Source: an optimization exercise on an open RTL-to-GDS flow (aim: small area). Production flows keep margins and buffers that such runs may drop.
RTL that was checked went through simulation tests only; none was proved equivalent to the original.
Power is estimated from default activity; no workload was simulated.

==> job 7091 <==
==> flow/design.v <==
`timescale 1 ns/ 1 ps
module sc_stage #(parameter K = 1, parameter W = 64, parameter FILL = 1'b0) (
  input  [W-1:0]   x,
  input            s,
  input            sn,
  output [W+K-1:0] y
);
  genvar i;
  generate
    for (i = 0; i < W + K; i = i + 1) begin : g
      if (i < K) begin : lo_fill
        if (FILL) assign y[i] = ~(x[i] | s);
        else      assign y[i] = ~(x[i] & sn);
      end else if (i >= W) begin : hi_fill
        if (FILL) assign y[i] = ~(x[i-K] | sn);
        else      assign y[i] = ~(x[i-K] & s);
      end else begin : mux
        assign y[i] = ~((x[i] | s) & (x[i-K] | sn));
      end
    end
  endgenerate
endmodule
module sc_mask (
  input  [63:0] d,
  input  [7:0]  gtH,
  input  [7:0]  geH,
  input  [6:0]  gtL,
  output [63:0] yn
);
  genvar j;
  generate
    for (j = 0; j < 64; j = j + 1) begin : g
      if (j % 8 == 7) begin : top
        assign yn[j] = ~(d[j] & gtH[j/8]);
      end else begin : mid
        assign yn[j] = ~(d[j] & geH[j/8] & (gtH[j/8] | gtL[j%8]));
      end
    end
  endgenerate
endmodule
module sc_merge (
  input  [63:0] sn,
  input  [62:0] hiN,
  input  [63:0] lo,
  input         ovN,
  input         selLo,
  output [63:0] y
);
  genvar i;
  generate
    for (i = 0; i < 64; i = i + 1) begin : g
      if (i < 63) begin : with_hi
        assign y[i] = ~((ovN | hiN[i]) & sn[i] & ~(selLo & lo[i]));
      end else begin : no_hi
        assign y[i] = ~(sn[i] & ~(selLo & lo[i]));
      end
    end
  endgenerate
endmodule
module shift_concat(clk, rst, stall, data_in,  valid_bits, msg_fin, data_out, done);
  input clk;
  input rst;
  input stall;
  input [63:0] data_in;
  input [6:0] valid_bits;
  input msg_fin;
  output done;
  output [63:0] data_out;
  reg [63:0] lo;             
  reg [62:0] hiN;            
  reg [5:0] totalValidBits;
  reg msgFinReg;
  reg overflow;
  reg live;                  
  wire flushMore = msgFinReg & (totalValidBits != 6'd0);
  wire [6:0] validAddition = {1'b0, totalValidBits & {6{~msgFinReg}}} + valid_bits;
  wire [2:0] uh = valid_bits[5:3];
  wire [2:0] ul = valid_bits[2:0];
  wire vbZero = (valid_bits[5:0] == 6'd0);
  reg [7:0] gtH, geH;
  reg [6:0] gtL;
  integer j;
  always @* begin
    for (j = 0; j < 8; j = j + 1) begin
      gtH[j] = valid_bits[6] ? vbZero : (uh > j);
      geH[j] = valid_bits[6] ? vbZero : (uh >= j);
    end
    for (j = 0; j < 7; j = j + 1)
      gtL[j] = (ul > j);
  end
  wire [63:0] maskedInputN;
  sc_mask um (.d(data_in), .gtH(gtH), .geH(geH), .gtL(gtL), .yn(maskedInputN));
  wire [5:0] t = totalValidBits;
  wire [5:0] tn = ~totalValidBits;
  wire [64:0]  s0;    
  wire [66:0]  s1;    
  wire [70:0]  s2;    
  wire [78:0]  s3;    
  wire [94:0]  s4;    
  wire [126:0] s5;    
  sc_stage #(.K(1),  .W(64), .FILL(1'b1)) u0 (.x(maskedInputN), .s(t[0]), .sn(tn[0]), .y(s0));
  sc_stage #(.K(2),  .W(65), .FILL(1'b0)) u1 (.x(s0), .s(t[1]), .sn(tn[1]), .y(s1));
  sc_stage #(.K(4),  .W(67), .FILL(1'b1)) u2 (.x(s1), .s(t[2]), .sn(tn[2]), .y(s2));
  sc_stage #(.K(8),  .W(71), .FILL(1'b0)) u3 (.x(s2), .s(t[3]), .sn(tn[3]), .y(s3));
  sc_stage #(.K(16), .W(79), .FILL(1'b1)) u4 (.x(s3), .s(t[4]), .sn(tn[4]), .y(s4));
  sc_stage #(.K(32), .W(95), .FILL(1'b0)) u5 (.x(s4), .s(t[5]), .sn(tn[5]), .y(s5));
  wire [63:0] loNext;
  sc_merge umg (.sn(s5[63:0]), .hiN(hiN), .lo(lo), .ovN(~overflow), .selLo(~overflow & live), .y(loNext));
  assign done = overflow;
  assign data_out = lo;
  always @(posedge clk) begin
    lo <= loNext;
    hiN <= s5[126:64];
  end
  always @(posedge clk, negedge rst) begin
    if (~rst) begin
      totalValidBits <= 6'd0;
      overflow <= 1'b0;
      msgFinReg <= 1'b0;
      live <= 1'b0;
    end else begin
      live <= 1'b1;
      totalValidBits <= validAddition[5:0];
      overflow <= flushMore | validAddition[6];
      msgFinReg <= msg_fin | flushMore;
    end
  end
endmodule
==> flow/flow/run.sh <==
#!/bin/bash
# Layout flow: the standard layout (standard.sh) with these changes:
#  - synthesis is the standard flow's own script (synth_recipe.tcl) with ABC's mapping step
#    run as an area-oriented script (flow/abc_area_map.script); the registers
#    and their names are those of the standard synthesis;
#  - the input and output ports are buffered with buf_1 cells;
#  - clock tree synthesis uses a clkbuf_8 root, clkbuf_4 buffers below it and no dummy loads.
# Each ORFS step writes its full log under orfs/logs/; make's own output goes
# to layout.log in the work folder.
set -euo pipefail
W=$(pwd)
F=$W/flow
{ sed "s#@ABC_SCRIPT@#$F/abc_area_map.script#" "$F/abc_override.tcl"; cat "$W/synth_recipe.tcl"; } > "$W/synth_area.tcl"
sed "s#SYNTH_SCRIPT=[^ ]*#SYNTH_SCRIPT=$W/synth_area.tcl#" "$W/standard.sh" > "$W/layout.sh"
grep -q "SYNTH_SCRIPT=$W/synth_area.tcl" "$W/layout.sh"
export BUFFER_PORTS_ARGS="-buffer_cell sky130_fd_sc_hd__buf_1"
export CTS_ARGS="-sink_clustering_enable -repair_clock_nets -dont_use_dummy_load -root_buf sky130_fd_sc_hd__clkbuf_8 -buf_list sky130_fd_sc_hd__clkbuf_4"
bash "$W/layout.sh" finish > "$W/layout.log" 2>&1
==> flow/flow/abc_area_map.script <==
strash
dch
map -a
==> flow/flow/abc_override.tcl <==
proc abc {args} {
  set i [lsearch -exact $args -script]
  if {$i >= 0} { lset args [expr {$i + 1}] @ABC_SCRIPT@ }
  yosys abc {*}$args
}
==> flow/standard.sh <==
#!/bin/bash
# synth_recipe.tcl (not shown) runs the flow's synth.tcl, then flattens the netlist and writes it again
# the make line also repeats each setting of config.mk as NAME=value (left out here)
make -C /OpenROAD-flow-scripts/flow DESIGN_CONFIG=/design/flow/config.mk WORK_HOME=/design/flow/orfs CLKGATE_MAP_FILE= SYNTH_SCRIPT=/design/flow/synth_recipe.tcl "${@:-finish}"
==> flow/config.mk <==
export PLATFORM = sky130hd
export DESIGN_NAME = shift_concat
export DESIGN_NICKNAME = shift_concat
export VERILOG_FILES = /design/flow/design.v
export SDC_FILE = /design/flow/constraint.sdc
export NUM_CORES = 4
export LEC_CHECK = 0
export ABC_AREA = 0
export CAP_MARGIN = 20
export CORE_MARGIN = 2
export CORE_UTILIZATION = 75
export SLEW_MARGIN = 20
export SYNTH_HIERARCHICAL = 1
==> flow/constraint.sdc <==
create_clock -name core_clock -period 5.0 [get_ports {clk}]
set_input_delay 1.0000 -clock core_clock [delete_from_list [all_inputs] [get_ports {clk}]]
set_output_delay 1.0000 -clock core_clock [all_outputs]
set_load 0.01 [all_outputs]
==> job 1759: changes against job 7091 <==
==> flow/design.v (replaced) <==
`timescale 1 ns/ 1 ps
module sc_stage #(parameter K = 1, parameter W = 64, parameter FILL = 1'b0) (
  input  [W-1:0]   x,
  input            s,
  input            sn,
  output [W+K-1:0] y
);
  genvar i;
  generate
    for (i = 0; i < W + K; i = i + 1) begin : g
      wire a = (i < W) ? x[i] : FILL;
      wire b = (i >= K) ? x[i-K] : FILL;
      assign y[i] = ~((a | s) & (b | sn));
    end
  endgenerate
endmodule
module shift_concat(clk, rst, stall, data_in,  valid_bits, msg_fin, data_out, done);
  input clk;
  input rst;
  input stall;
  input [63:0] data_in;
  input [6:0] valid_bits;
  input msg_fin;
  output done;
  output [63:0] data_out;
  reg [63:0] lo;             
  reg [62:0] hi;             
  reg [5:0] totalValidBits;
  reg msgFinReg;
  reg overflow;
  reg live;                  
  wire [6:0] validAddition = {1'b0, totalValidBits} + valid_bits;
  wire vbok = ~valid_bits[6] | (valid_bits[5:0] == 6'd0);
  reg [63:0] inMask;
  integer j;
  always @* begin
    for (j = 0; j < 64; j = j + 1)
      inMask[j] = vbok & (valid_bits > j);
  end
  wire [63:0] maskedInputN = ~(data_in & inMask);
  wire [5:0] t = totalValidBits;
  wire [5:0] tn = ~totalValidBits;
  wire [64:0]  s0;    
  wire [66:0]  s1;    
  wire [70:0]  s2;    
  wire [78:0]  s3;    
  wire [94:0]  s4;    
  wire [126:0] s5;    
  sc_stage #(.K(1),  .W(64), .FILL(1'b1)) u0 (.x(maskedInputN), .s(t[0]), .sn(tn[0]), .y(s0));
  sc_stage #(.K(2),  .W(65), .FILL(1'b0)) u1 (.x(s0), .s(t[1]), .sn(tn[1]), .y(s1));
  sc_stage #(.K(4),  .W(67), .FILL(1'b1)) u2 (.x(s1), .s(t[2]), .sn(tn[2]), .y(s2));
  sc_stage #(.K(8),  .W(71), .FILL(1'b0)) u3 (.x(s2), .s(t[3]), .sn(tn[3]), .y(s3));
  sc_stage #(.K(16), .W(79), .FILL(1'b1)) u4 (.x(s3), .s(t[4]), .sn(tn[4]), .y(s4));
  sc_stage #(.K(32), .W(95), .FILL(1'b0)) u5 (.x(s4), .s(t[5]), .sn(tn[5]), .y(s5));
  wire [126:0] shifted = ~s5;
  wire [63:0] previous = overflow ? {1'b0, hi} : (live ? lo : 64'd0);
  assign done = overflow;
  assign data_out = lo;
  always @(posedge clk) begin
    lo <= shifted[63:0] | previous;
    hi <= shifted[126:64];
  end
  always @(posedge clk, negedge rst) begin
    if (~rst) begin
      totalValidBits <= 6'd0;
      overflow <= 1'b0;
      msgFinReg <= 1'b0;
      live <= 1'b0;
    end else begin
      live <= 1'b1;
      totalValidBits <= msgFinReg ? valid_bits[5:0] : validAddition[5:0];
      overflow <= (msgFinReg && totalValidBits != 6'd0) ? 1'b1 : validAddition[6];
      if (msg_fin)
        msgFinReg <= 1'b1;
      else if (totalValidBits == 6'd0)
        msgFinReg <= 1'b0;
    end
  end
endmodule
==> flow/run.sh (new file) <==
#!/bin/bash
# synth_recipe.tcl (not shown) runs the flow's synth.tcl, then flattens the netlist and writes it again
# the make line also repeats each setting of config.mk as NAME=value (left out here)
make -C /OpenROAD-flow-scripts/flow DESIGN_CONFIG=/design/flow/config.mk WORK_HOME=/design/flow/orfs CLKGATE_MAP_FILE= SYNTH_SCRIPT=/design/flow/synth_recipe.tcl finish
Settings changed: CORE_UTILIZATION 75 to 40.
removed: flow/flow/run.sh
removed: flow/flow/abc_area_map.script
removed: flow/flow/abc_override.tcl
removed: flow/standard.sh
==> comparison table <==
metric                                               job 7091    job 1759
Run status                           timing/DRC/antenna clean  timing/DRC/antenna clean
Layout buffer count excluding clock buffers               162         216
Area added between synthesis and finish                 13.7%       21.7%
GR Util All Layers                                      0.464       0.278
Net switching power                                  0.916 mW     1.22 mW
Met3 track demand over resource in global routing       0.128      0.0598
Net Count, Synth                                          995        1292
Post-layout min period                                4.81 ns     4.39 ns
Clk pwr                                              0.502 mW     1.34 mW
Synthesized-area fraction occupied by adder cells      0.0132      0.0102
Clock latency on the worst-skew pair                  0.42 ns     0.43 ns
Gate Count Post-Synth                                     913        1210
Final RePlAce weighted congestion                        1.10       0.971
Starting density of the core                            0.776       0.409
No functional check of the RTL was part of job 1759.

separate check: timing with driven ports:
The results above use ideal ports. As a check the final layouts listed here were re-extracted and re-timed, cells and wires unchanged.
Step 1 sets driving cells, clkbuf_16 on the clock port and buf_2 on the other inputs (assumed; they add their load-dependent delay and slew).
Step 2 moves the port delays by t, midway between the first and last clock arrival at a register: inputs arrive t later, outputs are due t later. That takes back most of the time a late clock gives input paths.
Slacks: ideal ports / drivers / drivers and shift; pairs: ideal ports / drivers.
run	shift t [ns]	setup WS [ns]	clock arrival spread, ns	worst slew at a driven data input, ns	cell pins on the clock port's net
job 7091	0.436	0.193 / 0.192 / -0.245	0.042 / 0.041	0.05	1
job 1759	0.467	0.610 / 0.631 / 0.165	0.008 / 0.009	0.05	1
With both steps, setup timing fails in job 7091, where it was met with ideal ports. The setup slack of job 1759, which loses most, moves by +0.021 ns with the drivers and by -0.445 ns with both steps.
